Background: an optimization exercise with open tools, aiming at small area. Do not read the settings as production practice. The RTL was checked by simulation tests, not by an equivalence proof against the original design. Power is estimated from default activity; no workload was simulated. The flow treats the clock pin as an ideal source, which a real chip does not have.

==> flow/design.v (outline; a module is shown in full before it is edited, if it fits) <==
// module generic_fifo_adv: 64 lines
// module trdb_lzc: 47 lines
// module trdb_apb_if: 24 lines
// module trdb_filter: 43 lines
// module trdb_branch_map: 44 lines
// module trdb_priority: 96 lines
// module trdb_timer: 45 lines
// module trdb_packet_emitter: 155 lines
// module trdb_align8: 153 lines
// module trdb_reg: 176 lines
// module trace_debugger: 438 lines
module trace_debugger
    #(parameter APB_ADDR_WIDTH = 32)
    (input logic                clk_i,
     input logic                rst_ni,
     input logic                test_mode_i,
     input logic                ivalid_i,  
     input logic                iexception_i,
     input logic                interrupt_i,
     input logic [CAUSELEN-1:0] cause_i,
     input logic [XLEN-1:0]     tval_i,
     input logic [PRIVLEN-1:0]  priv_i,
     input logic [XLEN-1:0]     iaddr_i,
     input logic [ILEN-1:0]     instr_i,
     input logic                compressed_i,
     input logic [APB_ADDR_WIDTH-1:0] apb_paddr_i,
     input logic [31:0]         apb_pwdata_i,
     input logic                apb_pwrite_i,
     input logic                apb_psel_i,
     input logic                apb_penable_i,
     output logic [31:0]        apb_prdata_o,
     output logic               apb_pready_o,
     output logic               apb_pslverr_o,
     output logic [XLEN-1:0]    packet_word_o,
     output logic               packet_word_valid_o,
     input logic                grant_i);
  // ...
==> flow/run.sh <==
#!/bin/bash
# synth_recipe.tcl (not shown) runs the flow's synth.tcl, then flattens the netlist and writes it again
# the make line also repeats each setting of config.mk as NAME=value (left out here)
make -C /OpenROAD-flow-scripts/flow DESIGN_CONFIG=/design/flow/config.mk WORK_HOME=/design/flow/orfs CLKGATE_MAP_FILE= SYNTH_SCRIPT=/design/flow/synth_recipe.tcl finish
==> flow/config.mk <==
export PLATFORM = sky130hd
export DESIGN_NAME = trace_debugger
export DESIGN_NICKNAME = trace_debugger
export VERILOG_FILES = /design/flow/design.v
export SDC_FILE = /design/flow/constraint.sdc
export NUM_CORES = 4
export LEC_CHECK = 0
export CAP_MARGIN = 20
export CORE_MARGIN = 2
export CORE_UTILIZATION = 40
export SLEW_MARGIN = 20
==> flow/constraint.sdc <==
create_clock -name core_clock -period 11.0 [get_ports {clk_i}]
set_input_delay 2.2000 -clock core_clock [delete_from_list [all_inputs] [get_ports {clk_i}]]
set_output_delay 2.2000 -clock core_clock [all_outputs]
set_load 0.01 [all_outputs]
==> out/results.ini, run 1 <==
[run_status]
status=finished clean

[sta]
hold_violations=0
fin_crit_sh=0.835
hold_ws_ps=418
finalSetupTns_ps=0

[cells_and_area]
final_cell_mix=edfxtp_1, nand2_1, nor2_1
multi_input_area_um2=16800
n_all_buffers=210
syn2layout_area_growth_pct=14.9
multi_input_cells=2375
ff_latch_area_um2=22000
num-nonclk-inverters=159
clkbuf_count=108

[setup_path]
cpPeakStageDelay_ps=550
cp_max_fo=7
cp_num_cells=29
start_kind=flip-flop

[synth]
yosys_most_used_dff=edfxtp_1
synthMuxAreaShare=0.0786
yosys_warnings=10
ys_seq_area_frac=0.550
ys_top_cells_by_area=edfxtp_1, dfrtp_1, ha_1

[global_routing]
grt_pass1_wl_um=176000

[drt]
ant_nets=0
wire_per_inst_um=23.5
routedLengthMet1_um=51500
dr.pass1.iters=12
drt_iter0_markers=3037
wl_um=117000

[power_and_ir_drop]
total_power_mw=10.0
comb_power_mw=2.86
p_sw_frac=0.329

[floorplanning]
die_w_um=321

==> module trdb_filter, before the edit <==
module trdb_filter
     (
     input logic            trace_activated_i,
     output logic           trace_req_deactivate_o,
     input logic            apply_filters_i,
     input logic            trace_selected_priv_i,
     input logic [1:0]      which_priv_i,
     input logic [1:0]      priv_i,
     input logic            trace_range_event_i,
     input logic            trace_stop_event_i,
     input logic [XLEN-1:0] trace_lower_addr_i,
     input logic [XLEN-1:0] trace_higher_addr_i,
     input logic [XLEN-1:0] iaddr_i,
     output logic           trace_range_match_o,
     output logic           trace_priv_match_o,
     output logic           trace_qualified_o);
    logic                   ip_in_range;
    logic                   priv_matching;
    always_comb begin: ip_range_check
        if(trace_lower_addr_i <= iaddr_i && iaddr_i < trace_higher_addr_i)
            ip_in_range = '1;
        else
            ip_in_range = '0;
    end
    always_comb begin: stop_check
        trace_req_deactivate_o = apply_filters_i && ip_in_range &&
                                 trace_stop_event_i;
    end
    always_comb begin: priv_check
        priv_matching = '1;
    end
    assign trace_range_match_o = ip_in_range;
    assign trace_priv_match_o = priv_matching;
    always_comb begin
        trace_qualified_o = '0;
        if(!apply_filters_i)
            trace_qualified_o = trace_activated_i;
        else
            trace_qualified_o = trace_activated_i &&
                                (trace_range_event_i && ip_in_range) &&
                                priv_matching;
    end
endmodule
==> module trdb_timer, before the edit <==
module trdb_timer
    #(parameter TIMER_WIDTH = 40)
    (input logic                    clk_i,
     input logic                    clk_en_i,
     input logic                    rst_ni,
     input logic                    manual_rst_i,  
     input logic                    tu_req_i,
     output logic                   tu_valid_o,
     input logic                    tu_grant_i,
     output logic [TIMER_WIDTH-1:0] trdb_time_o);
    logic [TIMER_WIDTH-1:0]         trdb_time_q, trdb_time_d;
    enum logic [1:0] {IDLE, REQ} cs, ns;
    assign trdb_time_o = trdb_time_q;
    always_comb begin: timer_req_packet
        ns         = cs;
        tu_valid_o = '0;
        case(cs)
        IDLE: begin
            tu_valid_o = '0;
            if(tu_req_i)
                ns = REQ;
        end
        REQ: begin
            tu_valid_o = '1;
            if(tu_grant_i)
                ns = IDLE;
        end
        endcase  
    end
    always_comb begin: inc_timer
        if(!manual_rst_i)
            trdb_time_d <= trdb_time_q + 1;
        else
            trdb_time_d <= '0;
    end
    always_ff @(posedge clk_i, negedge rst_ni) begin
        if(~rst_ni) begin
            trdb_time_q <= '0;
            cs          <= IDLE;
        end else if(clk_en_i) begin
            trdb_time_q <= trdb_time_d;
            cs          <= ns;
        end
    end
endmodule
==> module trdb_reg, before the edit <==
module trdb_reg
    #(parameter APB_ADDR_WIDTH = 12)
    (input logic                      clk_i,
     input logic                      rst_ni,
     input logic                      test_mode_i,
     output logic                     clk_en_o,
     output logic [31:0]              per_rdata_o,
     output logic                     per_ready_o,
     input logic [31:0]               per_wdata_i,
     input logic [APB_ADDR_WIDTH-1:0] per_addr_i,
     input logic                      per_we_i,
     input logic                      per_valid_i,
     output                           flush_stream_o,
     input                            flush_confirm_i,
     output logic                     clear_fifo_o,
     output logic                     trace_enable_o,
     output logic                     trace_activated_o,
     output logic                     trace_full_addr_o,
     input logic                      trace_req_deactivate_i,
     output logic                     trace_implicit_ret_o,
     output logic                     apply_filters_o,
     output logic                     trace_selected_priv_o,
     output logic [1:0]               trace_which_priv_o,
     output logic                     trace_range_event_o,
     output logic                     trace_stop_event_o,
     output logic [XLEN-1:0]          trace_lower_addr_o,
     output logic [XLEN-1:0]          trace_higher_addr_o,
     input logic                      trace_qualified_i,
     input logic                      trace_priv_match_i,
     input logic                      trace_range_match_i,
     input logic                      trace_fifo_overflow_i,
     input logic                      external_fifo_overflow_i,
     output logic [31:0]              sw_word_o,
     output logic                     sw_valid_o,
     input logic                      sw_grant_i,
     output logic                     tu_req_o);
    logic                             clk_en;
    trdb_pkg::trdb_ctrl_t ctrl_q;
    trdb_pkg::trdb_ctrl_t ctrl_d;
    trdb_pkg::trdb_status_t status_q;
    trdb_pkg::trdb_status_t status_d;
    trdb_pkg::trdb_filterconf_t filter_q;
    trdb_pkg::trdb_filterconf_t filter_d;
    logic [31:0] dump_q, dump_d;
    logic        dump_valid_q, dump_valid_d;
    logic        sw_fifo_not_full;
    logic        clear_sw_fifo;
    logic [XLEN-1:0]       higher_addr_q, higher_addr_d;
    logic [XLEN-1:0]       lower_addr_q, lower_addr_d;
    assign trace_enable_o = ctrl_q.enable;
    assign trace_activated_o = ctrl_q.activated;
    assign clear_fifo_o = ctrl_q.clear_fifo;
    assign flush_stream_o = ctrl_q.flush_stream;
    assign trace_full_addr_o = ctrl_q.full_addr;
    assign trace_implicit_ret_o = ctrl_q.implicit_ret;
    assign apply_filters_o = filter_q.apply_filters;
    assign trace_selected_priv_o = filter_q.trace_priv;
    assign trace_which_priv_o = filter_q.which_priv;
    assign trace_range_event_o = filter_q.range_event[0];
    assign trace_stop_event_o = filter_q.stop_event[0];
    assign trace_lower_addr_o = lower_addr_q;
    assign trace_higher_addr_o = higher_addr_q;
    always_comb begin: read_reg
        per_rdata_o = 32'h0;
        if(per_valid_i & ~per_we_i) begin
            case(per_addr_i[7:0])
            REG_TRDB_CTRL:
                per_rdata_o = ctrl_q;
            REG_TRDB_STATUS:
                per_rdata_o = status_q;
            REG_TRDB_FILTER:
                per_rdata_o = filter_q;
            REG_TRDB_DUMP:
                per_rdata_o = 32'h0;
            REG_TRDB_DUMP_WITH_TIME:
                per_rdata_o = 32'h0;
            default:
                per_rdata_o = 32'h0;
            endcase
        end
    end
    generic_fifo_adv
        #(.DATA_WIDTH(32),
          .DATA_DEPTH(SOFTWARE_BUFFER_STAGES))
    i_sw_fifo
        (.clk(clk_i),
         .rst_n(rst_ni),
         .clear_i(clear_sw_fifo),
         .data_i(dump_q),
         .valid_i(dump_valid_q),
         .grant_o(sw_fifo_not_full),  
         .data_o(sw_word_o),
         .valid_o(sw_valid_o),
         .grant_i(sw_grant_i),
         .test_mode_i('0));  
    assign clear_sw_fifo = 1'b0;
    assign per_ready_o = 1'b1;
    assign status_d.qualified = trace_qualified_i;
    assign status_d.priv_match = trace_priv_match_i;
    assign status_d.range_match = trace_range_match_i;
    assign status_d.fifo_overflow = trace_fifo_overflow_i;
    assign status_d.ext_fifo_overflow = external_fifo_overflow_i;
    always_comb begin: write_reg
        trdb_pkg::trdb_ctrl_t ctrl_w;
        ctrl_w        = '0;
        ctrl_d        = ctrl_q;
        filter_d      = filter_q;
        dump_d        = dump_q;
        dump_valid_d  = '0;
        tu_req_o      = '0;
        lower_addr_d  = lower_addr_q;
        higher_addr_d = higher_addr_q;
        if(per_valid_i & per_we_i) begin
            case (per_addr_i[7:0])
            REG_TRDB_CTRL: begin
                ctrl_w              = per_wdata_i[TRDB_CTRL_SIZE-1:0];
                ctrl_d.activated    = ctrl_w.activated;
                ctrl_d.flush_stream = ctrl_w.flush_stream;
                ctrl_d.enable       = ctrl_w.enable;
                ctrl_d.clear_fifo   = ctrl_w.clear_fifo;
                ctrl_d.full_addr    = ctrl_w.full_addr;
                ctrl_d.implicit_ret = ctrl_w.implicit_ret;
            end
            REG_TRDB_STATUS: begin
            end
            REG_TRDB_FILTER:
                filter_d = {per_wdata_i[6], 1'b0, per_wdata_i[4:0]};
            REG_TRDB_DUMP: begin
                dump_d       = per_wdata_i;
                dump_valid_d = '1;
            end
            REG_TRDB_DUMP_WITH_TIME: begin
                dump_d       = per_wdata_i;
                dump_valid_d = '1;
                tu_req_o     = '1;
            end
            REG_TRDB_LOWER_ADDR:
                lower_addr_d = per_wdata_i;
            REG_TRDB_HIGHER_ADDR:
                higher_addr_d = per_wdata_i;
            endcase
        end
        if(flush_confirm_i)
            ctrl_d.flush_stream = 1'b0;
        if(trace_req_deactivate_i)
            ctrl_d.activated = 1'b0;
    end
    assign clk_en = ctrl_q.enable | test_mode_i;
    assign clk_en_o = clk_en;
    always_ff @(posedge clk_i, negedge rst_ni) begin
        if(~rst_ni) begin
            ctrl_q <= 'h0;
        end else begin
            ctrl_q <= ctrl_d;
        end
    end
    always_ff @(posedge clk_i) begin
        if(clk_en)
            dump_q <= dump_d;
    end
    always_ff @(posedge clk_i, negedge rst_ni) begin
        if(~rst_ni) begin
            status_q      <= 'h0;
            filter_q      <= 'h0;
            dump_valid_q  <= 'h0;
            higher_addr_q <= 'h0;
            lower_addr_q  <= 'h0;
        end else if(clk_en) begin
            status_q      <= status_d;
            filter_q      <= filter_d;
            dump_valid_q  <= dump_valid_d;
            higher_addr_q <= higher_addr_d;
            lower_addr_q  <= lower_addr_d;
        end
    end
endmodule  
==> module trace_debugger, before the edit <==
module trace_debugger
    #(parameter APB_ADDR_WIDTH = 32)
    (input logic                clk_i,
     input logic                rst_ni,
     input logic                test_mode_i,
     input logic                ivalid_i,  
     input logic                iexception_i,
     input logic                interrupt_i,
     input logic [CAUSELEN-1:0] cause_i,
     input logic [XLEN-1:0]     tval_i,
     input logic [PRIVLEN-1:0]  priv_i,
     input logic [XLEN-1:0]     iaddr_i,
     input logic [ILEN-1:0]     instr_i,
     input logic                compressed_i,
     input logic [APB_ADDR_WIDTH-1:0] apb_paddr_i,
     input logic [31:0]         apb_pwdata_i,
     input logic                apb_pwrite_i,
     input logic                apb_psel_i,
     input logic                apb_penable_i,
     output logic [31:0]        apb_prdata_o,
     output logic               apb_pready_o,
     output logic               apb_pslverr_o,
     output logic [XLEN-1:0]    packet_word_o,
     output logic               packet_word_valid_o,
     input logic                grant_i);
    logic                       trace_enable;
    logic                       clk_en;
    logic                       trace_activated;
    logic                       debug_mode;
    logic                       trace_valid;
    logic                       flush_stream;
    logic                       flush_confirm;
    logic                       clear_fifo;
    logic                       fifo_overflow;
    logic                       packet_after_exception;
    logic                       trace_full_addr;
    logic                       ivalid_q, ivalid_d;
    logic                       iexception_q, iexception_d;
    logic                       interrupt_q, interrupt_d;
    logic [CAUSELEN-1:0]        cause_q, cause_d;
    logic [PRIVLEN-1:0]         priv_q, priv_d;
    logic [XLEN-1:0]            iaddr_q, iaddr_d;
    logic [ILEN-1:0]            instr_d;
    logic [1:0]                 iclass_q, iclass_d;
    logic                       is_branch;
    logic                       compressed_q, compressed_d;
    logic [XLEN-1:0]            lc_tval;
    logic [CONTEXTLEN-1:0]      tc_context;
    logic [PRIVLEN-1:0]         nc_priv, tc_priv;
    logic                       nc_privchange, tc_privchange;
    logic                       nc_exception, lc_exception;
    logic                       lc_u_discontinuity;
    logic                       tc_first_qualified;
    logic                       tc_is_branch;
    logic                       tc_branch_taken;
    logic                       tc_qualified, lc_qualified, nc_qualified,
                                nc_unqualified;
    logic                       tc_compressed;
    logic [XLEN-1:0]            tc_iaddr, nc_iaddr;
    logic                       lc_exception_sync;
    logic                       lc_interrupt;
    logic [CAUSELEN-1:0]        lc_cause;
    logic                       interrupt0_q, interrupt0_d;
    logic                       interrupt1_q, interrupt1_d;
    logic [CAUSELEN-1:0]        cause0_q, cause0_d;
    logic [CAUSELEN-1:0]        cause1_q, cause1_d;
    logic [PRIVLEN-1:0]         priv0_q, priv0_d;
    logic                       privchange0_q, privchange0_d;
    logic                       exception0_q, exception0_d,
                                exception1_q, exception1_d,
                                exception2_q, exception2_d;
    logic                       u_discontinuity0_q, u_discontinuity0_d,
                                u_discontinuity1_q, u_discontinuity1_d;
    logic                       is_branch0_q, is_branch0_d;
    logic                       compressed0_q, compressed0_d;
    logic [XLEN-1:0]            iaddr0_q, iaddr0_d;
    logic                       qualified0_q, qualified0_d, qualified1_q,
                                qualified1_d;
    logic                       trace_implicit_ret;
    logic                       really_c_jalr;
    logic                       really_c_jr;
    logic                       is_ret;
    logic                       is_c_ret;
    logic                       is_jump;
    logic                       is_priv_ret;
    logic                       branch_map_flush;
    logic                       branch_map_full;
    logic                       branch_map_empty;
    logic [30:0]                branch_map;
    logic [4:0]                 branch_map_cnt;
    logic                       packet_valid;
    logic [1:0]                 packet_format;
    logic [1:0]                 packet_subformat;
    logic [$clog2(XLEN)-1+1:0]  keep_addr_bits;
    logic [XLEN-1:0]            diff_addr;
    logic [PACKET_LEN-1:0]     packet_gen_bits;
    logic [3:0]                packet_gen_pb;
    logic                      packet_gen_valid;
    logic [PACKET_LEN-1:0]     packet_fifo_bits;
    logic [3:0]                packet_fifo_pb;
    logic                      packet_fifo_valid;
    logic                      packet_fifo_not_full;
    logic                      packet_is_read;
    logic [XLEN-1:0]           packet_word;
    logic                      packet_word_valid;
    logic [31:0]               per_rdata;
    logic                      per_ready;
    logic [31:0]               per_wdata;
    logic [APB_ADDR_WIDTH-1:0] per_addr;
    logic                      per_we;
    logic                      per_valid;
    logic [31:0]               sw_word;
    logic                      sw_valid;
    logic                      sw_grant;
    logic                      timer_rst;
    logic [TIMER_WIDTH-1:0]    tu_time;
    logic                      tu_fulltime;
    logic                      tu_grant;
    logic                      tu_valid;
    logic                      tu_req;
    logic                      apply_filters;
    logic                      trace_selected_priv;
    logic [1:0]                trace_which_priv;
    logic                      trace_range_event;
    logic                      trace_stop_event;
    logic [XLEN-1:0]           trace_lower_addr;
    logic [XLEN-1:0]           trace_higher_addr;
    logic                      filter_qualified_decision;
    logic                      trace_req_deactivate;
    logic                      trace_range_match;
    logic                      trace_priv_match;
    assign timer_rst = '0;
    assign tu_fulltime = '0;
    assign ivalid_d = ivalid_i;
    assign iexception_d = iexception_i;
    assign interrupt_d = interrupt_i;
    assign cause_d  = cause_i;
    assign priv_d = priv_i;
    assign iaddr_d = iaddr_i;
    assign instr_d = instr_i;
    assign compressed_d = compressed_i;
    assign trace_valid = ivalid_q && debug_mode && trace_enable;
    assign debug_mode = priv_q[PRIVLEN-1];
    assign packet_after_exception                      = '1;
    assign lc_tval = '0;
    assign tc_context = '0;
    assign interrupt0_d = interrupt_q;
    assign interrupt1_d = interrupt0_q;
    assign cause0_d = cause_q;
    assign cause1_d = cause0_q;
    assign priv0_d = priv_q;
    assign exception0_d = iexception_q && ivalid_q;
    assign exception1_d = exception0_q;
    assign exception2_d = exception1_q;
    assign compressed0_d = compressed_q;
    assign iaddr0_d = iaddr_q;
    assign u_discontinuity1_d = u_discontinuity0_q;
    assign qualified0_d = trace_enable && filter_qualified_decision;  
    assign qualified1_d = qualified0_q;
    assign nc_priv = priv0_d;
    assign tc_priv = priv0_q;
    assign lc_interrupt = interrupt1_q;
    assign lc_cause = cause1_q;
    assign nc_privchange = privchange0_d;
    assign tc_privchange = privchange0_q;
    assign nc_exception = exception0_d;
    assign lc_exception = exception1_q;
    assign lc_exception_sync = exception2_q;
    assign lc_u_discontinuity = u_discontinuity1_q;
    assign tc_is_branch = is_branch0_q;
    assign nc_qualified = qualified0_d;
    assign tc_qualified = qualified0_q;
    assign lc_qualified = qualified1_q;
    assign tc_compressed = compressed0_q;
    assign nc_iaddr = iaddr0_d;
    assign tc_iaddr = iaddr0_q;
    trdb_filter i_trdb_filter
        (.trace_activated_i(trace_activated),
         .trace_req_deactivate_o(trace_req_deactivate),
         .apply_filters_i(apply_filters),
         .trace_selected_priv_i(trace_selected_priv),
         .which_priv_i(trace_which_priv),
         .priv_i(priv_d[1:0]),
         .trace_range_event_i(trace_range_event),
         .trace_stop_event_i(trace_stop_event),
         .trace_lower_addr_i(trace_lower_addr),
         .trace_higher_addr_i(trace_higher_addr),
         .iaddr_i(iaddr_d),
         .trace_range_match_o(trace_range_match),
         .trace_priv_match_o(trace_priv_match),
         .trace_qualified_o(filter_qualified_decision));
    always_comb begin
        privchange0_d = (tc_priv != nc_priv) && ivalid_q;
    end
    always_comb begin: classify
        is_branch = ((instr_d & MASK_BEQ)      == MATCH_BEQ) ||
                    ((instr_d & MASK_BNE)      == MATCH_BNE) ||
                    ((instr_d & MASK_BLT)      == MATCH_BLT) ||
                    ((instr_d & MASK_BGE)      == MATCH_BGE) ||
                    ((instr_d & MASK_BLTU)     == MATCH_BLTU) ||
                    ((instr_d & MASK_BGEU)     == MATCH_BGEU) ||
                    ((instr_d & MASK_P_BNEIMM) == MATCH_P_BNEIMM) ||
                    ((instr_d & MASK_P_BEQIMM) == MATCH_P_BEQIMM) ||
                    ((instr_d & MASK_C_BEQZ)   == MATCH_C_BEQZ) ||
                    ((instr_d & MASK_C_BNEZ)   == MATCH_C_BNEZ);
        really_c_jalr = ((instr_d & MASK_C_JALR) == MATCH_C_JALR)
                        && ((instr_d & MASK_RD) != 0);
        really_c_jr = ((instr_d & MASK_C_JR) == MATCH_C_JR)
                      && ((instr_d & MASK_RD) != 0);
        is_jump = ((instr_d & MASK_JALR) == MATCH_JALR) ||
                  really_c_jalr || really_c_jr;
        is_priv_ret = ((instr_d & MASK_MRET) == MATCH_MRET) ||
                  ((instr_d & MASK_SRET) == MATCH_SRET) ||
                  ((instr_d & MASK_URET) == MATCH_URET);
        is_ret = ((instr_d & (MASK_JALR | MASK_RD | MASK_RS1 | MASK_IMM)) ==
                 (MATCH_JALR | (X_RA << OP_SH_RS1)));
        is_c_ret = (instr_d & (MASK_C_JR | MASK_RD)) ==
                   (MATCH_C_JR | (X_RA << OP_SH_RD));
        iclass_d[1] = is_jump || is_priv_ret;
        iclass_d[0] = (is_jump || is_priv_ret) ? (is_ret || is_c_ret) : is_branch;
    end
    always_comb begin: is_branch_and_discontinuity
        is_branch0_d = !iclass_q[1] && iclass_q[0];
        u_discontinuity0_d = iclass_q[1] && !(trace_implicit_ret && iclass_q[0]);
    end
    always_comb begin: is_qualified
        tc_first_qualified = !lc_qualified && tc_qualified;
    end
    always_comb begin: becomes_unqualified
        nc_unqualified = !nc_qualified;
    end
    always_comb begin: is_branch_taken
        tc_branch_taken = (tc_iaddr + (tc_compressed ? 32'd2 : 32'd4)) != nc_iaddr;
    end
    trdb_branch_map i_trdb_branch_map
        (.clk_i(clk_i),
         .clk_en_i(clk_en),
         .rst_ni(rst_ni),
         .valid_i(tc_is_branch && trace_valid && tc_qualified),
         .branch_taken_i(tc_branch_taken),
         .flush_i(branch_map_flush),
         .map_o(branch_map),
         .branches_o(branch_map_cnt),
         .is_full_o(branch_map_full),
         .is_empty_o(branch_map_empty));
    trdb_priority i_trdb_priority
        ( 
         .valid_i(trace_valid && tc_qualified),
         .full_addr_i(tc_iaddr),
         .diff_addr_i(diff_addr),
         .lc_exception_i(lc_exception),
         .lc_exception_sync_i(lc_exception_sync && packet_after_exception),
         .tc_first_qualified_i(tc_first_qualified),
         .nc_unqualified_i(nc_unqualified),
         .tc_privchange_i(tc_privchange),
         .lc_u_discontinuity_i(lc_u_discontinuity),
         .nc_exception_i(nc_exception),
         .nc_privchange_i(nc_privchange),
         .branch_map_full_i(branch_map_full),
         .branch_map_empty_i(branch_map_empty),
         .use_full_addr_i(trace_full_addr),
         .keep_bits_o(keep_addr_bits),
         .valid_o(packet_valid),
         .packet_format_o(packet_format),
         .packet_subformat_o(packet_subformat));
    trdb_timer
        #(.TIMER_WIDTH(TIMER_WIDTH))
    i_trdb_timer
        (.clk_i(clk_i),
         .clk_en_i(clk_en),
         .rst_ni(rst_ni),
         .manual_rst_i(timer_rst),
         .tu_req_i(tu_req),
         .tu_valid_o(tu_valid),
         .tu_grant_i(tu_grant),
         .trdb_time_o(tu_time));
    trdb_packet_emitter i_trdb_packet_emitter
        (.clk_i(clk_i),
         .clk_en_i(clk_en),
         .rst_ni(rst_ni),
         .packet_format_i(packet_format),
         .packet_subformat_i(packet_subformat),
         .keep_bits_i(keep_addr_bits),
         .valid_i(packet_valid),
         .use_full_addr_i(trace_full_addr),
         .interrupt_i(lc_interrupt),  
         .cause_i(lc_cause),
         .tval_i(lc_tval),
         .priv_i(tc_priv),
         .iaddr_i(tc_iaddr),
         .context_i(tc_context),
         .lc_u_discontinuity_i(lc_u_discontinuity),
         .branch_map_i(branch_map),
         .branch_map_cnt_i(branch_map_cnt),
         .branch_map_empty_i(branch_map_empty),
         .branch_map_full_i(branch_map_full),
         .is_branch_i(tc_is_branch),
         .branch_map_flush_o(branch_map_flush),
         .diff_addr_o(diff_addr),
         .sw_valid_i(sw_valid),
         .sw_word_i(sw_word),
         .sw_grant_o(sw_grant),
         .tu_valid_i(tu_valid),
         .tu_time_i(tu_time),
         .tu_fulltime_i(tu_fulltime),
         .tu_grant_o(tu_grant),
         .packet_bits_o(packet_gen_bits),
         .packet_pb_o(packet_gen_pb),
         .packet_valid_o(packet_gen_valid));
    assign clear_fifo = 1'b0;
    assign fifo_overflow = ~packet_fifo_not_full;
    generic_fifo_adv
        #(.DATA_WIDTH(PACKET_LEN + 4),
          .DATA_DEPTH(PACKET_BUFFER_STAGES))
    i_packet_fifo
        (.clk(clk_i),
         .rst_n(rst_ni),
         .clear_i(clear_fifo),  
         .data_i({packet_gen_bits, packet_gen_pb}),
         .valid_i(packet_gen_valid),
         .grant_o(packet_fifo_not_full),
         .data_o({packet_fifo_bits, packet_fifo_pb}),
         .valid_o(packet_fifo_valid),
         .grant_i(packet_is_read),
         .test_mode_i('0));  
    trdb_align8 i_trdb_align8
        (.clk_i(clk_i),
         .clk_en_i(clk_en),
         .rst_ni(rst_ni),
         .payload_bits_i(packet_fifo_bits),
         .payload_bytes_i(packet_fifo_pb),
         .valid_i(packet_fifo_valid),
         .grant_o(packet_is_read),
         .flush_stream_i(flush_stream),
         .flush_confirm_o(flush_confirm),
         .data_o(packet_word),
         .grant_i(grant_i),
         .valid_o(packet_word_valid));
    assign packet_word_o = packet_word;
    assign packet_word_valid_o = packet_word_valid;
    always_ff @(posedge clk_i, negedge rst_ni) begin
        if(~rst_ni) begin
            ivalid_q           <= '0;
            priv0_q            <= 3'h7;  
            exception0_q       <= '0;
            exception1_q       <= '0;
            u_discontinuity0_q <= '0;
            qualified0_q       <= '0;
        end else if(clk_en) begin
            ivalid_q     <= ivalid_d;
            if(ivalid_q) begin
                priv0_q            <= priv0_d;
                exception0_q       <= exception0_d;
                exception1_q       <= exception1_d;
                u_discontinuity0_q <= u_discontinuity0_d;
                qualified0_q       <= qualified0_d;
            end
        end
    end
    always_ff @(posedge clk_i) begin
        if(clk_en) begin
            iexception_q <= iexception_d;
            interrupt_q  <= interrupt_d;
            cause_q      <= cause_d;
            priv_q       <= priv_d;
            iaddr_q      <= iaddr_d;
            iclass_q     <= iclass_d;
            compressed_q <= compressed_d;
            if(ivalid_q) begin
                interrupt0_q       <= interrupt0_d;
                interrupt1_q       <= interrupt1_d;
                cause0_q           <= cause0_d;
                cause1_q           <= cause1_d;
                privchange0_q      <= privchange0_d;
                exception2_q       <= exception2_d;
                u_discontinuity1_q <= u_discontinuity1_d;
                is_branch0_q       <= is_branch0_d;
                compressed0_q      <= compressed0_d;
                iaddr0_q           <= iaddr0_d;
                qualified1_q       <= qualified1_d;
            end
        end
    end
    trdb_apb_if
        #(.APB_ADDR_WIDTH(APB_ADDR_WIDTH))
    i_trdb_apb_if
        (.paddr(apb_paddr_i),
         .pwdata(apb_pwdata_i),
         .pwrite(apb_pwrite_i),
         .psel(apb_psel_i),
         .penable(apb_penable_i),
         .prdata(apb_prdata_o),
         .pready(apb_pready_o),
         .pslverr(apb_pslverr_o),
         .per_rdata_i(per_rdata),
         .per_ready_i(per_ready),
         .per_wdata_o(per_wdata),
         .per_addr_o(per_addr),
         .per_we_o(per_we),
         .per_valid_o(per_valid));
    trdb_reg
        #(.APB_ADDR_WIDTH(APB_ADDR_WIDTH))
    i_trdb_reg
        (.clk_i(clk_i),
         .rst_ni(rst_ni),
         .test_mode_i(test_mode_i),
         .clk_en_o(clk_en),
         .per_rdata_o(per_rdata),
         .per_ready_o(per_ready),
         .per_wdata_i(per_wdata),
         .per_addr_i(per_addr),
         .per_we_i(per_we),
         .per_valid_i(per_valid),
         .flush_stream_o(flush_stream),
         .flush_confirm_i(flush_confirm),
         .clear_fifo_o(),  
         .trace_enable_o(trace_enable),
         .trace_activated_o(trace_activated),
         .trace_full_addr_o(trace_full_addr),
         .trace_req_deactivate_i(trace_req_deactivate),
         .trace_implicit_ret_o(trace_implicit_ret),
         .apply_filters_o(apply_filters),
         .trace_selected_priv_o(trace_selected_priv),
         .trace_which_priv_o(trace_which_priv),
         .trace_range_event_o(trace_range_event),
         .trace_stop_event_o(trace_stop_event),
         .trace_lower_addr_o(trace_lower_addr),
         .trace_higher_addr_o(trace_higher_addr),
         .trace_qualified_i(qualified0_d),
         .trace_priv_match_i(trace_priv_match),
         .trace_range_match_i(trace_range_match),
         .trace_fifo_overflow_i(fifo_overflow),
         .external_fifo_overflow_i(~grant_i),  
         .sw_word_o(sw_word),
         .sw_valid_o(sw_valid),
         .sw_grant_i(sw_grant),
         .tu_req_o(tu_req));
endmodule  
==> run 2, diff against run 1 <==
--- a/flow/design.v
+++ b/flow/design.v
@@ -1001,2 +1001,4 @@
      input logic [XLEN-1:0] trace_higher_addr_i,
+     input logic            trace_lower_addr_set_i,
+     input logic            trace_higher_addr_set_i,
      input logic [XLEN-1:0] iaddr_i,
@@ -1008,3 +1010,4 @@
     always_comb begin: ip_range_check
-        if(trace_lower_addr_i <= iaddr_i && iaddr_i < trace_higher_addr_i)
+        if((!trace_lower_addr_set_i || trace_lower_addr_i <= iaddr_i) &&
+           trace_higher_addr_set_i && iaddr_i < trace_higher_addr_i)
             ip_in_range = '1;
@@ -1204,6 +1207,6 @@
     always_comb begin: inc_timer
-        if(!manual_rst_i)
-            trdb_time_d <= trdb_time_q + 1;
+        if(!(manual_rst_i && clk_en_i))
+            trdb_time_d = trdb_time_q + TIMER_WIDTH'(clk_en_i);
         else
-            trdb_time_d <= '0;
+            trdb_time_d = '0;
     end
@@ -1212,5 +1215,10 @@
             trdb_time_q <= '0;
+        end else begin
+            trdb_time_q <= trdb_time_d;
+        end
+    end
+    always_ff @(posedge clk_i, negedge rst_ni) begin
+        if(~rst_ni) begin
             cs          <= IDLE;
         end else if(clk_en_i) begin
-            trdb_time_q <= trdb_time_d;
             cs          <= ns;
@@ -1557,2 +1565,4 @@
      output logic [XLEN-1:0]          trace_higher_addr_o,
+     output logic                     trace_lower_addr_set_o,
+     output logic                     trace_higher_addr_set_o,
      input logic                      trace_qualified_i,
@@ -1577,4 +1587,6 @@
     logic        clear_sw_fifo;
-    logic [XLEN-1:0]       higher_addr_q, higher_addr_d;
-    logic [XLEN-1:0]       lower_addr_q, lower_addr_d;
+    logic [XLEN-1:0]       higher_addr_q;
+    logic [XLEN-1:0]       lower_addr_q;
+    logic                  higher_addr_set_q, lower_addr_set_q;
+    logic                  higher_addr_we, lower_addr_we;
     assign trace_enable_o = ctrl_q.enable;
@@ -1592,2 +1604,4 @@
     assign trace_higher_addr_o = higher_addr_q;
+    assign trace_lower_addr_set_o = lower_addr_set_q;
+    assign trace_higher_addr_set_o = higher_addr_set_q;
     always_comb begin: read_reg
@@ -1640,4 +1654,2 @@
         tu_req_o      = '0;
-        lower_addr_d  = lower_addr_q;
-        higher_addr_d = higher_addr_q;
         if(per_valid_i & per_we_i) begin
@@ -1666,6 +1678,3 @@
             end
-            REG_TRDB_LOWER_ADDR:
-                lower_addr_d = per_wdata_i;
-            REG_TRDB_HIGHER_ADDR:
-                higher_addr_d = per_wdata_i;
+            default: ;
             endcase
@@ -1690,2 +1699,14 @@
     end
+    assign lower_addr_we  = per_valid_i & per_we_i &
+                            (per_addr_i[7:0] == REG_TRDB_LOWER_ADDR);
+    assign higher_addr_we = per_valid_i & per_we_i &
+                            (per_addr_i[7:0] == REG_TRDB_HIGHER_ADDR);
+    always_ff @(posedge clk_i) begin
+        if(clk_en) begin
+            if (lower_addr_we)
+                lower_addr_q <= per_wdata_i;
+            if (higher_addr_we)
+                higher_addr_q <= per_wdata_i;
+        end
+    end
     always_ff @(posedge clk_i, negedge rst_ni) begin
@@ -1695,4 +1716,4 @@
             dump_valid_q  <= 'h0;
-            higher_addr_q <= 'h0;
-            lower_addr_q  <= 'h0;
+            higher_addr_set_q <= 1'b0;
+            lower_addr_set_q  <= 1'b0;
         end else if(clk_en) begin
@@ -1701,4 +1722,6 @@
             dump_valid_q  <= dump_valid_d;
-            higher_addr_q <= higher_addr_d;
-            lower_addr_q  <= lower_addr_d;
+            if (higher_addr_we)
+                higher_addr_set_q <= 1'b1;
+            if (lower_addr_we)
+                lower_addr_set_q <= 1'b1;
         end
@@ -1834,2 +1857,4 @@
     logic [XLEN-1:0]           trace_higher_addr;
+    logic                      trace_lower_addr_set;
+    logic                      trace_higher_addr_set;
     logic                      filter_qualified_decision;
@@ -1894,2 +1919,4 @@
          .trace_higher_addr_i(trace_higher_addr),
+         .trace_lower_addr_set_i(trace_lower_addr_set),
+         .trace_higher_addr_set_i(trace_higher_addr_set),
          .iaddr_i(iaddr_d),
@@ -2135,2 +2162,4 @@
          .trace_higher_addr_o(trace_higher_addr),
+         .trace_lower_addr_set_o(trace_lower_addr_set),
+         .trace_higher_addr_set_o(trace_higher_addr_set),
          .trace_qualified_i(qualified0_d),
==> flow/flow/run.sh (new file) <==
#!/bin/bash
# Own flow: the standard layout, except that synthesis maps the
# combinational logic with an area oriented abc script (flow/area.abc).
set -euo pipefail
work=$(pwd)
export AREA_ABC_SCRIPT=$work/flow/area.abc
bash standard.sh SYNTH_SCRIPT=$work/flow/synth.tcl synth > synth.log 2>&1
bash standard.sh > layout.log 2>&1
==> flow/flow/area.abc (new file) <==
&get -n
&st
&deepsyn -T 120
&dch -f
&nf -R 1000
&put
==> flow/flow/synth.tcl (new file) <==
# The standard flow's synthesis script (synth_recipe.tcl) with an area oriented abc script:
# the same passes and flip-flop mapping; only the combinational mapping
# differs.
proc synth {args} { yosys synth -nofsm -noshare {*}$args }
proc abc {args} {
  set i [lsearch -exact $args -script]
  if {$i >= 0} { lset args [expr {$i+1}] $::env(AREA_ABC_SCRIPT) }
  yosys abc {*}$args
}
source $::env(SCRIPTS_DIR)/synth.tcl
# left out here: clear keep_hierarchy, flatten, clean up, hide names made inside functions, write 1_2_yosys.v
==> flow/standard.sh (new file) <==
#!/bin/bash
# synth_recipe.tcl (not shown) runs the flow's synth.tcl, then flattens the netlist and writes it again
# the make line also repeats each setting of config.mk as NAME=value (left out here)
make -C /OpenROAD-flow-scripts/flow DESIGN_CONFIG=/design/flow/config.mk WORK_HOME=/design/flow/orfs CLKGATE_MAP_FILE= SYNTH_SCRIPT=/design/flow/synth_recipe.tcl "${@:-finish}"
removed: flow/run.sh
==> run 2 against run 1 <==
Still clean. Routed wire length decreased by 6.8%. Clock power decreased by 4%. Die area decreased by 7.8%. Sequential share of layout area increased by 3.3 points. Design area decreased by 4.9%. Utilization increased by 1.7 points. Cell count decreased by 5.6%. Synthesized cell count decreased by 11%. Critical path type unchanged. Critical endpoint is now i_packet_fifo.regs_q[106]$_DFFE_PP_. Highest routed layer is now met4.
==> out/results.ini, run 2 <==
[setup_path]
cp.buffers_inverters=8
critPathSlowestCell=fa_1
cp.required_ps=11410
reg2regPathDepth=57
cp_max_fo=15  ; +8
path_delay_family=compound AO/OA/AOI/OAI gates
start_kind=flip-flop
endpoint_kind=flip-flop
crit_start=i_trdb_packet_emitter.last_addr_q[0]$_DFFE_PN0P_
r2r-start=i_trdb_packet_emitter.last_addr_q[0]$_DFFE_PN0P_
cpMostUsedCell=o21bai_1
cpPeakStageDelay_ps=460  ; -90 ps
cp_num_cells=57  ; +97%
cp.arrival_ps=10750
critical_path_class=flip-flop to flip-flop

[sta]
relSlewSlack=0.317
fin_crit_ps=10340
finalSetupTns_ps=0  ; unchanged
clock_skew_ps=30.4
hold_violations=0  ; unchanged
worst_pin_slew_ps=1020
setup_viol_count_final=0
max_freq_ghz=0.0967
finalMaxSlewViolations=0
fin_crit_sh=0.940  ; +0.105

[global_routing]
grt_pass1_vias=26300
grt_overflow=0
antenna_found_initial=1
grt_pass1_wl_um=163000  ; -7.7%
grt_max_degree=99
track_usage=0.228

[cells_and_area]
layout-drive-gt1-share=0.0828
antenna_cells=0
final_cells=4700
layout_commonest_cell=edfxtp_1
nets=3791
reg_top3=i_packet_fifo.regs_q (304), i_trdb_reg.i_sw_fifo.regs_q (64), i_trdb_timer.trdb_time_q (40)
final_cell_mix=edfxtp_1, nand2_1, nor2_1
largest_reg_flops=304
regMostFlops=i_packet_fifo.regs_q
nFillCells=8254
syn2layout_area_growth_pct=18.6

[power_and_ir_drop]
powerDensity_nw_per_um2=231
p_comb_frac=0.305
internal_power_mw=6.64
p_seq_frac=0.406
leakagePower_nw=16.3
ir_worst_vdd_v=0.000165
total_power_mw=10.1  ; +1.3%
power.switching_mw=3.49
p_clk_frac=0.289
p_sw_frac=0.345  ; +0.0156

[synth]
synth-async-reset-ratio=0.239
syn_area_per_cell_um2=12.0
yosys_most_used_dff=edfxtp_1
yosys.cell_types.count=63
syn-cell-area_um2=36900
netlist.area_leader.share=0.481
yosys_warnings=10  ; unchanged
yosysMostFrequentCell=edfxtp_1
yosysTopAreaCell=edfxtp_1
yosys-top-cells-count=edfxtp_1, nand2_1, nor2_1
syn_inst=3088
ys_seq_area_frac=0.607  ; +0.0572
ys_ff_latch=777
synth_edf_count=591
ys_top_cells_by_area=edfxtp_1, dfrtp_1, ha_1

[clocking]
clkTransAtPathRegs_ps=60
cts-root-buf=clkbuf_16
cts_buffer_depth=3
htreeDepth=3
cts_tree=done
insertion_delay_ps=660
clkSinkCount=777
cts_buffers=84

[placed_design]
placed_cells=4540
gp_congestion=0.927
dp_hpwl_um=77700
port_buffers=162

[flow_run]
drv_cap=0

[drt]
dr.pass1.iters=12  ; unchanged
ant_nets=0  ; unchanged
wire_per_inst_um=23.2  ; -1.3%
viasPerCell=5.78
drt_drc_violations_left=0
wl_um=109000  ; -6.8%
via_count=27200
drt_iter0_markers=2385  ; -21%

[floorplanning]
pin_count=246
core_um2=91500
rows=111
die_w_um=308  ; -4.0%
die_h_um=308
start_util=0.403
dieArea_um2=94800

[min_path]
hold_path.class=flip-flop to flip-flop
min_path_cells=0
hp-start=cause_q[4]$_DFFE_PN_

[run_status]
status=finished clean

[run 2: path summary, 6_finish.rpt]
kind	endpoint	slack, ps
max	i_packet_fifo.regs_q[106]$_DFFE_PP_	660
min	cause0_q[4]$_DFFE_PP_	420
max reg2reg	i_packet_fifo.regs_q[106]$_DFFE_PP_	660
min reg2reg	cause0_q[4]$_DFFE_PP_	420
max in group asynchronous	i_trdb_packet_emitter.last_addr_q[3]$_DFFE_PN0P_	8020
min in group asynchronous	i_trdb_align8.residual_q[11]$_DFFE_PN0P_	1620
[run 2: cell type report]
cell class                      instances  area (µm²)  share of cell area
Tap cell                             1186        1480              0.0339
Timing Repair Buffer                  273        2460              0.0561
Clock buffer                          110        2250              0.0514
Inverter                              168         636              0.0145
Sequential cell                       777       22400               0.512
Clock inverter                         45         581              0.0133
Multi-Input combinational cell       2141       14000               0.319
[run 2: kinds of logic (layout without fill, tap and decap cells)]
group / count (synthesis) / count (layout) / synth area share
AO/OA/AOI/OAI: 938 / 938 / 0.173
XOR/XNOR: 110 / 110 / 0.0261
adder cells (fa/ha/maj): 167 / 167 / 0.0574
buffers and inverters: 195 / 596 / 0.0226
flip-flops: 777 / 777 / 0.607
multiplexers: 23 / 23 / 0.00674
other: 2 / 27 / 0.000203
AND/OR/NAND/NOR: 876 / 876 / 0.107
[run 2: routing by layer]
metal	vias to the layer above	part of all wire	global-route usage	routed length, µm
met1	13400	0.43	0.308	46700
met2	1035	0.47	0.373	51700
met5	-	0	0	0
met3	209	0.065	0.0321	7090
met4	0	0.034	0.0832	3710
li1	12600	-	-	-
[run 2: per-stage QoR]
stage | hold WS (ps) | cell area [µm²] | setup slack (ps) | util
floorplan | 400 | 37000 | 467 | -
global placement | 405 | 40800 | 88.9 | 0.446
detailed placement | 405 | 40800 | -5.98 | 0.446
CTS | 418 | 43600 | 20.1 | 0.477
global route | 427 | 43800 | -116 | 0.479
finish | 417 | 43800 | 657 | 0.479
[run 2: timing repair]
action | CTS | global route
setup endpoints to repair | 4 | 284
resized for setup | 1 | 35
setup buffers | 0 | 5
hold buffers | 0 | 0
pin swaps | 0 | 8
[run 2: power groups by stage]
stage	combinational [mW]	sequential [mW]	clock, mW
floorplan	1.78	4.17	0
global placement	3.04	4.16	0
detailed placement	3.06	4.17	0
CTS	3.07	4.11	2.97
global route	3.37	4.17	3.09
finish	3.10	4.11	2.93
==> run 3, diff against run 2 <==
==> flow/flow/run.sh (replaced) <==
#!/bin/bash
# Own flow: the standard layout, except that
#  - synthesis maps the combinational logic with an area oriented abc script
#    (flow/area.abc); the flip-flops are mapped as in the standard synthesis;
#  - the ports are buffered with the smallest buffer;
#  - clock tree synthesis clusters more sinks per buffer and adds no dummy
#    loads.
set -euo pipefail
work=$(pwd)
export AREA_ABC_SCRIPT=$work/flow/area.abc
bash standard.sh SYNTH_SCRIPT=$work/flow/synth.tcl synth > synth.log 2>&1
bash standard.sh \
  "BUFFER_PORTS_ARGS=-buffer_cell sky130_fd_sc_hd__buf_1" \
  "CTS_ARGS=-sink_clustering_enable -repair_clock_nets -dont_use_dummy_load -sink_clustering_size 30 -sink_clustering_max_diameter 120" \
  > layout.log 2>&1
==> flow/flow/area.abc (replaced) <==
&get -n
&st
&deepsyn -T 300 -I 2 -o
&dch -f
&nf -R 1000
&put
--- a/flow/config.mk
+++ b/flow/config.mk
@@ -10,2 +10,3 @@
 export CORE_UTILIZATION = 40
+export GPL_TIMING_DRIVEN = 0
 export SLEW_MARGIN = 20
==> run 3 against run 2 <==
Still clean on timing, DRC and antenna. Design area down 7.0%. Cell count is 5.6% lower. First-iteration DRC count grew 8.3%. Sequential cell count is the same. Via count decreased by 4.7%. Maximum frequency decreased by 0.64%. Total power decreased by 15%. Non-clock buffer count down 26. Count of clock-buffer cells in the layout fell by 79. Critical path type unchanged. Critical endpoint is now i_packet_fifo.regs_q[263]$_DFFE_PP_. Largest cell class unchanged. Highest routed layer unchanged.
==> out/results.ini, run 3 <==
[synth]
ys_ff_latch=777  ; unchanged
syn_inst=2985  ; -3.3%
synth_xor_area_frac=0.0272  ; +0.00109
yosys-top-cells-count=edfxtp_1, nand2_1, nor2_1
synthMuxAreaShare=0.0105  ; +0.00374
synth_top_family_by_area=compound AO/OA/AOI/OAI gates
ys_seq_area_frac=0.615  ; +0.00849
yosys_warnings=10  ; unchanged
synth_adder_area_share=0.0582  ; +0.000803
syn_area_per_cell_um2=12.2  ; +2.0%
netlist.area_leader.share=0.487  ; +0.00672
yosys_most_used_dff=edfxtp_1
yosys.area_share.simple=0.111  ; +0.00380
syn-cell-area_um2=36400  ; -1.4%
synth_edf_count=591  ; unchanged
yosysMostFrequentCell=edfxtp_1
synth-async-reset-ratio=0.239  ; unchanged
yosys.cell_types.count=62  ; -1.6%
synth_compound_area_frac=0.154  ; -0.0186
yosysTopAreaCell=edfxtp_1
ys_top_cells_by_area=edfxtp_1, dfrtp_1, ha_1

[setup_path]
cp_max_fo=15  ; unchanged
reg2reg_slack_ps=590  ; -70 ps
start_kind=flip-flop
cp.arrival_ps=10760  ; about the same
cpMostUsedCell=a21oi_1
endpoint_kind=flip-flop
critPathSlowestCell=a22o_1
cp.required_ps=11350  ; -60 ps
reg2regPathDepth=53  ; -7.0%
critical_path_class=flip-flop to flip-flop
cpPeakStageDelay_ps=640  ; +180 ps

[drt]
wl_um=105000  ; -3.6%
ant_nets=0  ; unchanged
dr.pass1.iters=7  ; -5
drt_iter0_markers=2583  ; +8.3%
drt_drc_violations_left=0  ; unchanged
via_count=25900  ; -4.7%
viasPerCell=5.84  ; +0.98%
wire_per_inst_um=23.7  ; +2.1%

[sta]
rsz0062_at_grt=true
max_freq_ghz=0.0961  ; -0.64%
relSlewSlack=0.192  ; -0.125
hold_violations=0  ; unchanged
setup_viol_count_final=0  ; unchanged
fin_crit_sh=0.946  ; +0.00604
clock_skew_ps=59.2  ; +28.8 ps
finalSetupTns_ps=0  ; unchanged
fin_crit_ps=10410  ; +66.4 ps
finalMaxSlewViolations=0  ; unchanged
worst_pin_slew_ps=1200  ; +177 ps

[cells_and_area]
reg_top3=i_packet_fifo.regs_q (304), i_trdb_reg.i_sw_fifo.regs_q (64), i_trdb_timer.trdb_time_q (40)
syn2layout_area_growth_pct=11.8
final_cell_mix=edfxtp_1, nand2_1, nor2_1
layout_commonest_cell=edfxtp_1
regMostFlops=i_packet_fifo.regs_q
layout-drive-gt1-share=0.0656  ; -0.0172
final_cells=4438  ; -5.6%
largest_reg_flops=304  ; unchanged
final_core_util=0.452  ; -0.0269
nets=3609  ; -4.8%

[clocking]
cts-root-buf=clkbuf_16
cts_buffer_depth=3  ; unchanged
htreeDepth=1  ; -2
clkSinkCount=777  ; unchanged
cts_tree=done
clkTransAtPathRegs_ps=120  ; +60 ps
cts_buffers=31  ; -63%
insertion_delay_ps=650  ; about the same

[floorplanning]
core_um2=90100  ; -1.5%
rows=110  ; -0.90%
start_util=0.404  ; +0.000504
pin_count=246  ; unchanged
die_h_um=306  ; -0.68%
dieArea_um2=93500  ; -1.4%
die_w_um=306  ; -0.68%

[placed_design]
port_buffers=162  ; unchanged
dp_hpwl_um=77700  ; about the same
placed_cells=4386  ; -3.4%
gp_congestion=0.909  ; -1.9%

[power_and_ir_drop]
ir_worst_vdd_v=0.000133  ; -19%
powerDensity_nw_per_um2=211  ; -8.7%
leakagePower_nw=14.7  ; -10%
total_power_mw=8.61  ; -15%

[global_routing]
grt_overflow=0  ; unchanged
track_usage=0.221  ; -0.00674
grt_max_degree=71  ; -28%
grt_pass1_vias=24900  ; -5.3%
antenna_found_initial=1  ; unchanged
grt_pass1_wl_um=158000  ; -2.7%

[flow_run]
drv_cap=0  ; unchanged

[min_path]
min_path_cells=0  ; unchanged
hold_path.class=flip-flop to flip-flop

[run_status]
status=finished clean

[run 3: cell types whose count changed after synthesis, sizes merged, moves of 15 or more]
cell	change
a21oi	+20
a221o	-18
a222oi	+48
a22oi	-117
nand2	+28
nor2	-53
o21a	-15
o21ai	-31
[run 3: final timing paths]
check                                 startpoint                                                 to
min                        cause0_q[4]$_DFFE_PP_                              cause1_q[4]$_DFFE_PP_
max in group asynchronous                 rst_ni                             priv0_q[0]$_DFFE_PN1P_
max reg2reg                iaddr0_q[1]$_DFFE_PP_                i_packet_fifo.regs_q[263]$_DFFE_PP_
max                        iaddr0_q[1]$_DFFE_PP_                i_packet_fifo.regs_q[263]$_DFFE_PP_
min in group asynchronous                 rst_ni  i_trdb_packet_emitter.last_addr_q[10]$_DFFE_PN0P_
min reg2reg                cause0_q[4]$_DFFE_PP_                              cause1_q[4]$_DFFE_PP_
[run 3: area by class of cell]
type                       instances  area, µm²
tap                             1176       1470
timing repair buffer             220       1550
fill                            8221      49400
buffer                            27        203
inverter                         172        652
antenna                            1       2.50
multi-input combinational       2034      13700
clock buffer                      31        776
sequential                       777      22400
[run 3: metal layers]
metal,routed length (µm),GRT usage,vias up,share of wire
met5,0,0,-,0
met2,49600,0.362,847,0.47
met4,3480,0.0674,0,0.033
met3,6360,0.0232,167,0.060
li1,-,-,12000,-
met1,45800,0.310,12900,0.44
[run 3: worst max-delay path: cells and delay by family (launching register included)]
family / cells / cell delay (ps)
xor+xnor: 1 / 250
compound gates: 39 / 6820
flops: 1 / 400
fa+ha+maj: 2 / 540
simple gates: 10 / 1990
buf+inv: 1 / 80
[run 3: cells by family after synthesis]
logic type | after synthesis
AND/OR/NAND/NOR | 875
adder cells (fa/ha/maj) | 167
buffers and inverters | 199
AO/OA/AOI/OAI | 821
multiplexers | 31
flip-flops | 777
other | 2
XOR/XNOR | 113
[run 3: repair_timing]
| item | in CTS | in global routing |
|---|---|---|
| setup endpoints to repair | 288 | 288 |
| gates resized for setup | 34 | 44 |
| setup buffers | 1 | 19 |
| hold buffers | 0 | 0 |
| pin swaps | 2 | 24 |
[run 3: per-stage QoR]
| step | setup slack, ps | instance area [µm²] | hold slack (ps) |
|---|---|---|---|
| after floorplan | 865 | 36500 | 400 |
| after global placement | -5260 | 38600 | 404 |
| after detailed placement | -1380 | 39500 | 407 |
| after CTS | 15.0 | 40400 | 401 |
| after global routing | -37.9 | 40700 | 398 |
| final | 591 | 40700 | 393 |
[run 3: report_power, final]
part           internal (mW)  switching [mW]  total, mW
combinational           1.05            2.04       3.10
sequential              3.87           0.279       4.15
clock                  0.506           0.859       1.36
total                   5.43            3.18       8.61
==> run 4, diff against run 3 <==
--- a/flow/flow/run.sh
+++ b/flow/flow/run.sh
@@ -13,3 +13,3 @@
   "BUFFER_PORTS_ARGS=-buffer_cell sky130_fd_sc_hd__buf_1" \
-  "CTS_ARGS=-sink_clustering_enable -repair_clock_nets -dont_use_dummy_load -sink_clustering_size 30 -sink_clustering_max_diameter 120" \
+  "CTS_ARGS=-sink_clustering_enable -repair_clock_nets -dont_use_dummy_load -sink_clustering_size 30 -sink_clustering_max_diameter 150" \
   > layout.log 2>&1
==> flow/flow/area.abc (replaced) <==
&get -n
&st
&deepsyn -T 120
&dch -f
&nf -R 1000
&put
--- a/flow/config.mk
+++ b/flow/config.mk
@@ -10,3 +10,3 @@
 export CORE_UTILIZATION = 40
-export GPL_TIMING_DRIVEN = 0
+export PLACE_DENSITY = 0.75
 export SLEW_MARGIN = 20
==> run 4 against run 3 <==
Sequential power fell by 1%. Maximum frequency increased by 1.5%. Register-to-register slack improved by 150 ps. Sequential share of layout area decreased by 0.23 points. Still clean. Worst hold slack improved by 40 ps. Via count grew 5.2%. First-iteration DRC count increased by 29%.
==> out/results.ini, run 4 <==
[floorplanning]
die_w_um=308  ; +0.69%
core_um2=91500  ; +1.5%
dieArea_um2=94800  ; +1.4%
die_h_um=308  ; +0.69%
rows=111  ; +0.91%
pin_count=246  ; unchanged
start_util=0.403  ; -0.000504

[power_and_ir_drop]
powerDensity_nw_per_um2=206  ; -2.3%
ir_worst_vdd_v=0.000183  ; +37%
leakagePower_nw=15.0  ; +2.1%

[cells_and_area]
antenna_cells=0  ; -1
final_cell_mix=edfxtp_1, nand2_1, nor2_1
layout-drive-gt1-share=0.0616  ; -0.00402
reg_top3=i_packet_fifo.regs_q (304), i_trdb_reg.i_sw_fifo.regs_q (64), i_trdb_timer.trdb_time_q (40)
nets=3757  ; +4.1%
nFillCells=8304  ; +1.0%
final_core_util=0.447  ; -0.00498
regMostFlops=i_packet_fifo.regs_q
syn2layout_area_growth_pct=10.7
finalInstanceArea_um2=40900  ; +0.41%
layout_commonest_cell=edfxtp_1
largest_reg_flops=304  ; unchanged

[run_status]
status=finished clean

[setup_path]
cp.required_ps=11410  ; +60 ps
cp_max_fo=21  ; +6
endpoint_kind=flip-flop
critical_path_class=flip-flop to flip-flop
cpMostUsedCell=o21bai_1
start_kind=flip-flop
cp.buffers_inverters=8  ; +7
cp.arrival_ps=10660  ; -100 ps
critPathSlowestCell=a221oi_1
path_delay_family=compound AO/OA/AOI/OAI gates
cpPeakStageDelay_ps=480  ; -160 ps

[flow_run]
drv_cap=0  ; unchanged

[sta]
clock_skew_ps=56.2  ; -3.00 ps
hold_ws_ps=433  ; +39.6 ps
setup_viol_count_final=0  ; unchanged
fin_crit_sh=0.932  ; -0.0139
max_freq_ghz=0.0975  ; +1.5%
finalSetupTns_ps=0  ; unchanged
finalMaxSlewViolations=0  ; unchanged
worst_pin_slew_ps=1170  ; -31.2 ps
relSlewSlack=0.217  ; +0.0246
hold_violations=0  ; unchanged
fin_ws_ps=743  ; +153 ps
fin_crit_ps=10260  ; -153 ps

[drt]
ant_nets=0  ; unchanged
dr.pass1.iters=9  ; +2
drt_drc_violations_left=0  ; unchanged
wl_um=104000  ; -1.5%
wire_per_inst_um=22.6  ; -4.9%
via_count=27300  ; +5.2%
viasPerCell=5.93  ; +1.6%
drt_iter0_markers=3338  ; +29%

[placed_design]
place_area_um2=40000  ; +1.3%
gp_congestion=0.940  ; +3.4%
dpl_worst_slack_ps=248  ; +1630 ps
port_buffers=162  ; unchanged
dp_hpwl_um=75300  ; -3.0%

[synth]
syn-cell-area_um2=36900  ; +1.4%
yosys.cell_types.count=63  ; +1.6%
yosys_warnings=10  ; unchanged
synth-async-reset-ratio=0.239  ; unchanged
yosysMostFrequentCell=edfxtp_1
yosysTopAreaCell=edfxtp_1
synth_edf_count=591  ; unchanged
ys_ff_latch=777  ; unchanged
syn_inst=3088  ; +3.5%
yosys_most_used_dff=edfxtp_1
yosys-top-cells-count=edfxtp_1, nand2_1, nor2_1
netlist.area_leader.share=0.481  ; -0.00672
ys_top_cells_by_area=edfxtp_1, dfrtp_1, ha_1
ys_seq_area_frac=0.607  ; -0.00849
syn_area_per_cell_um2=12.0  ; -2.0%

[global_routing]
grt_use_met2=0.343  ; -0.0191
grt_pass1_wl_um=155000  ; -1.9%
met3_usage=0.0328  ; +0.00967
grt_max_degree=149  ; +110%
track_usage=0.213  ; -0.00804
grt_pass1_vias=25600  ; +2.8%
grt_overflow=0  ; unchanged
gr-max-usage-layer=met2
met1_usage=0.293  ; -0.0168
antenna_found_initial=0  ; -1

[min_path]
hold_path.class=flip-flop to flip-flop

[clocking]
cts_buffer_depth=3  ; unchanged
cts-root-buf=clkbuf_16
htreeDepth=1  ; unchanged
ctsHoldBuffers=0  ; unchanged
clkTransAtPathRegs_ps=120  ; about the same
cts_buffers=30  ; -3.2%
clkSinkCount=777  ; unchanged
insertion_delay_ps=670  ; +20 ps
cts_tree=done

## run 4: timing repair
action,in CTS,in global routing
buffers inserted,0,1
resized for setup,0,25
setup endpoints to repair,0,284
## run 4: worst register-to-register path: cells and delay by family, from the launching register on
kind                       cells  cell delay [ps]
DFF                            1              380
AOI/OAI and AO/OA             37             6290
xor gates and xnor gates       1              220
and+or+nand+nor                7              880
adders and majority gates      3              930
buffers and inverters          8             1260
## run 4: worst paths after layout
path	from	end	slack [ps]	cells after the start
setup / recovery	i_trdb_packet_emitter.last_addr_q[0]$_DFFE_PN0P_	i_packet_fifo.regs_q[180]$_DFFE_PP_	740	56
min in group asynchronous	rst_ni	i_trdb_align8.residual_q[27]$_DFFE_PN0P_	1580	1
max in group asynchronous	rst_ni	i_trdb_reg.higher_addr_set_q$_DFFE_PN0P_	8030	2
hold reg to reg	cause0_q[4]$_DFFE_PP_	cause1_q[4]$_DFFE_PP_	430	0
hold / removal	cause0_q[4]$_DFFE_PP_	cause1_q[4]$_DFFE_PP_	430	0
setup reg to reg	i_trdb_packet_emitter.last_addr_q[0]$_DFFE_PN0P_	i_packet_fifo.regs_q[180]$_DFFE_PP_	740	56
## run 4: per-layer routing
metal / vias to the layer above / routed length, µm
met5: - / 0
met2: 1290 / 48100
met1: 13300 / 42700
li1: 12400 / -
met3: 204 / 9010
met4: 0 / 3940
## run 4: stage by stage
stage               instances  power, mW
floorplan                3113       5.95
global placement         4564       7.02
detailed placement       4564       7.10
CTS                      4594       8.39
global route             4595       8.84
finish                   4595       8.44
## run 4: area by class of cell
cell class                 count  area, µm²  share of cell area
sequential                   777      22400               0.548
multi-input combinational   2141      13900               0.341
timing repair buffer         293       1660              0.0406
tap                         1186       1480              0.0363
clock buffer                  30        751              0.0184
inverter                     168        636              0.0155
## run 4: logic make-up (layout without fill, tap and decap cells)
| kind of cell | count (synthesis) | count (layout) | synth area share |
|---|---|---|---|
| AOI/OAI and AO/OA | 938 | 938 | 0.173 |
| xor gates and xnor gates | 110 | 110 | 0.0261 |
| adders and majority gates | 167 | 167 | 0.0574 |
| buffers and inverters | 195 | 491 | 0.0226 |
| DFF | 777 | 777 | 0.607 |
| muxes | 23 | 23 | 0.00674 |
| other | 2 | 27 | 0.000203 |
| and+or+nand+nor | 876 | 876 | 0.107 |
## run 4: where the power goes
part | internal, mW | leakage (nW) | switching, mW
sequential | 3.86 | 7.75 | 0.244
combinational | 0.973 | 6.84 | 2.03
clock | 0.490 | 0.370 | 0.845
==> run 5, diff against run 4 <==
--- a/flow/config.mk
+++ b/flow/config.mk
@@ -10,3 +10,2 @@
 export CORE_UTILIZATION = 40
-export PLACE_DENSITY = 0.75
 export SLEW_MARGIN = 20
==> run 5 against run 4 <==
First-iteration DRC count fell by 18%. Sequential share of layout area rose by 0.86 points. Sequential power barely moved. Sequential cell count did not move.
==> out/results.ini, run 5 <==
[run_status]
status=finished clean

[synth]
synth_adder_area_share=0.0581  ; +0.000667
yosys-top-cells-count=edfxtp_1, nor2_1, o21ai_0
ys_top_cells_by_area=edfxtp_1, dfrtp_1, ha_1
syn-cell-area_um2=36500  ; -1.1%
yosys.cell_types.count=59  ; -6.3%
yosys.area_share.simple=0.103  ; -0.00420
yosysTopAreaCell=edfxtp_1
syn_inst=3064  ; -0.78%
yosys_most_used_dff=edfxtp_1
netlist.area_leader.share=0.486  ; +0.00559
ys_ff_latch=777  ; unchanged
synth-async-reset-ratio=0.239  ; unchanged
synth_compound_area_frac=0.167  ; -0.00560
ys_seq_area_frac=0.614  ; +0.00705
synthMuxAreaShare=0.00597  ; -0.000779
synth_edf_count=591  ; unchanged
synth_top_family_by_area=compound AO/OA/AOI/OAI gates
yosys_warnings=10  ; unchanged
synth_xor_area_frac=0.0281  ; +0.00198
yosysMostFrequentCell=edfxtp_1
syn_area_per_cell_um2=11.9  ; -0.37%

[global_routing]
grt_overflow=0  ; unchanged
gr-max-usage-layer=met2
antenna_found_initial=2  ; +2
track_usage=0.223  ; +0.00996
grt_pass1_wl_um=159000  ; +2.4%
grt_pass1_vias=24700  ; -3.3%
grt_max_degree=71  ; -52%
met1_usage=0.318  ; +0.0252
grt_use_met2=0.361  ; +0.0183
met3_usage=0.0277  ; -0.00511

[floorplanning]
core_um2=90300  ; -1.4%
die_h_um=306  ; -0.57%
start_util=0.404  ; +0.000831
dieArea_um2=93700  ; -1.1%
die_w_um=306  ; -0.57%
pin_count=246  ; unchanged
rows=110  ; -0.90%

[cells_and_area]
final_cell_mix=edfxtp_1, nor2_1, o21ai_0
syn2layout_area_growth_pct=10.3
largest_reg_flops=304  ; unchanged
layout_commonest_cell=edfxtp_1
regMostFlops=i_packet_fifo.regs_q
layout-drive-gt1-share=0.0576  ; -0.00398
final_cells=4545  ; -1.1%
ff_latch_area_um2=22400  ; unchanged
nFillCells=8359  ; +0.66%
nets=3715  ; -1.1%
reg_top3=i_packet_fifo.regs_q (304), i_trdb_reg.i_sw_fifo.regs_q (64), i_trdb_timer.trdb_time_q (40)
multi_input_area_um2=13500  ; -3.2%

[drt]
drt_iter0_markers=2729  ; -18%
ant_nets=0  ; unchanged
drt_drc_violations_left=0  ; unchanged
wire_per_inst_um=23.4  ; +3.6%
dr.pass1.iters=9  ; unchanged
viasPerCell=5.82  ; -1.9%
wl_um=106000  ; +2.5%
via_count=26400  ; -3.0%

[placed_design]
placed_cells=4510  ; -1.2%
dpl_worst_slack_ps=190  ; -58.0 ps
port_buffers=162  ; unchanged
gp_congestion=0.958  ; +2.0%
dp_hpwl_um=77500  ; +2.9%

[setup_path]
start_kind=flip-flop
cp.arrival_ps=10630  ; -30 ps
cp.required_ps=11470  ; +60 ps
endpoint_kind=flip-flop
cp_max_fo=8  ; -62%
cpMostUsedCell=o21bai_1
path_delay_family=compound AO/OA/AOI/OAI gates
critical_path_class=flip-flop to flip-flop
cp.buffers_inverters=4  ; -4
cpPeakStageDelay_ps=710  ; +230 ps
critPathSlowestCell=o21ai_0

[sta]
clock_skew_ps=77.7  ; +21.5 ps
setup_viol_count_final=0  ; unchanged
max_freq_ghz=0.0984  ; +0.97%
fin_crit_ps=10160  ; -99.0 ps
fin_ws_ps=842  ; +99.0 ps
fin_crit_sh=0.923  ; -0.00900
hold_violations=0  ; unchanged
hold_ws_ps=406  ; -26.8 ps
relSlewSlack=0.260  ; +0.0431
finalMaxSlewViolations=0  ; unchanged
worst_pin_slew_ps=1110  ; -57.6 ps

[power_and_ir_drop]
total_power_mw=8.58  ; +1.7%
powerDensity_nw_per_um2=213  ; +3.3%
leakagePower_nw=14.4  ; -3.7%
ir_worst_vdd_v=0.000124  ; -32%

[clocking]
clkTransAtPathRegs_ps=110  ; about the same
insertion_delay_ps=670  ; about the same
cts_tree=done
htreeDepth=1  ; unchanged
cts_buffers=30  ; unchanged
cts-root-buf=clkbuf_16
cts_buffer_depth=3  ; unchanged
clkSinkCount=777  ; unchanged

[min_path]
hold_path.class=flip-flop to flip-flop

[flow_run]
drv_cap=0  ; unchanged

-- run 5: changes by cell type in the layout (fill, tap and decap cells not counted), moves of 30 or more --
cell      before  now
o22ai_1       19   87
a22oi_1      203   37
nor3_1        37   67
o21ai_0      192  259
nand2_1      300  253
o221ai_1      17   59
a21oi_1      170  204
-- run 5: worst paths after layout --
kind | start | cells past startpoint | to | slack (ps)
worst max-delay path | i_trdb_packet_emitter.last_addr_q[0]$_DFFE_PN0P_ | 54 | i_packet_fifo.regs_q[155]$_DFFE_PP_ | 840
worst min-delay path | cause_q[3]$_DFFE_PN_ | 0 | cause0_q[3]$_DFFE_PP_ | 410
worst min register to register | cause_q[3]$_DFFE_PN_ | 0 | cause0_q[3]$_DFFE_PP_ | 410
min in group asynchronous | rst_ni | 1 | i_trdb_packet_emitter.last_addr_q[22]$_DFFE_PN0P_ | 1640
worst max register to register | i_trdb_packet_emitter.last_addr_q[0]$_DFFE_PN0P_ | 54 | i_packet_fifo.regs_q[155]$_DFFE_PP_ | 840
max in group asynchronous | rst_ni | 3 | i_trdb_timer.trdb_time_q[13]$_DFF_PN0_ | 7460
-- run 5: layout make-up --
class                   count  area share
clock buffers              30      0.0187
diodes                      2    0.000124
well taps                1176      0.0366
multi-input cells        2111       0.335
repair buffers            275      0.0363
inverters                 174      0.0164
flip-flops and latches    777       0.557
-- run 5: through the flow --
stage	utilization	TNS, ps	cell area (µm²)
finish	0.446	0	40300
global route	0.446	-6.64	40200
CTS	0.444	0	40100
detailed placement	0.436	0	39400
global placement	0.436	0	39400
floorplan	-	0	36600
-- run 5: where the power goes --
group,internal (mW),switching [mW],total (mW)
logic,0.966,2.15,3.12
clock network,0.490,0.861,1.35
registers,3.87,0.241,4.11
total,5.33,3.25,8.58
-- run 5: cells by family after synthesis --
| kind of cell | Yosys count |
|---|---|
| compound gates | 946 |
| other cells | 2 |
| fa+ha+maj | 167 |
| buf+inv | 201 |
| xor+xnor | 117 |
| simple gates | 834 |
| mux | 20 |
| flops | 777 |
-- run 5: timing repair --
action / 4_1_cts / 5_1_grt
gates resized for setup: 0 / 28
setup buffers: 0 / 3
hold buffers: 0 / 0
endpoints found under the setup margin: 0 / 288
-- run 5: metal layers --
metal  vias up  routed length, µm
li1      12200                  -
met3       143               7160
met2       958              49500
met1     13100              46800
met4         2               2810
met5         -                 13

-- separate check: timing with driven ports --
The flow's constraints put no driver on any port. The routed layouts listed below were extracted and timed again, unchanged, in two steps.
Step 1 assumes that a clkbuf_16 drives the clock port and a buf_2 every other input.
Step 2 also shifts input and output timing later by t, the mid clock arrival at the registers, as if the neighbouring blocks saw the same clock.
Slacks: ideal ports / drivers / drivers and shift; pairs: ideal ports / drivers.
run | t (ns) | setup slack, ns | worst register clock-pin slew, ns | worst slew at a driven data input, ns | cell pins on the clock port's net
run 1 | 0.730 | 1.813 / 1.813 / 1.813 | 0.07 / 0.07 | 0.09 | 1
run 2 | 0.718 | 0.657 / 0.657 / 0.657 | 0.07 / 0.07 | 0.07 | 1
run 3 | 0.695 | 0.591 / 0.591 / 0.043 | 0.12 / 0.12 | 0.06 | 1
run 4 | 0.705 | 0.743 / 0.743 / 0.743 | 0.12 / 0.12 | 0.06 | 1
run 5 | 0.697 | 0.842 / 0.842 / 0.842 | 0.12 / 0.12 | 0.12 | 1
After both steps every run listed still meets setup and hold. The setup slack of run 3, which loses most, moves by 0.000 ns with the drivers and by -0.548 ns with both steps.
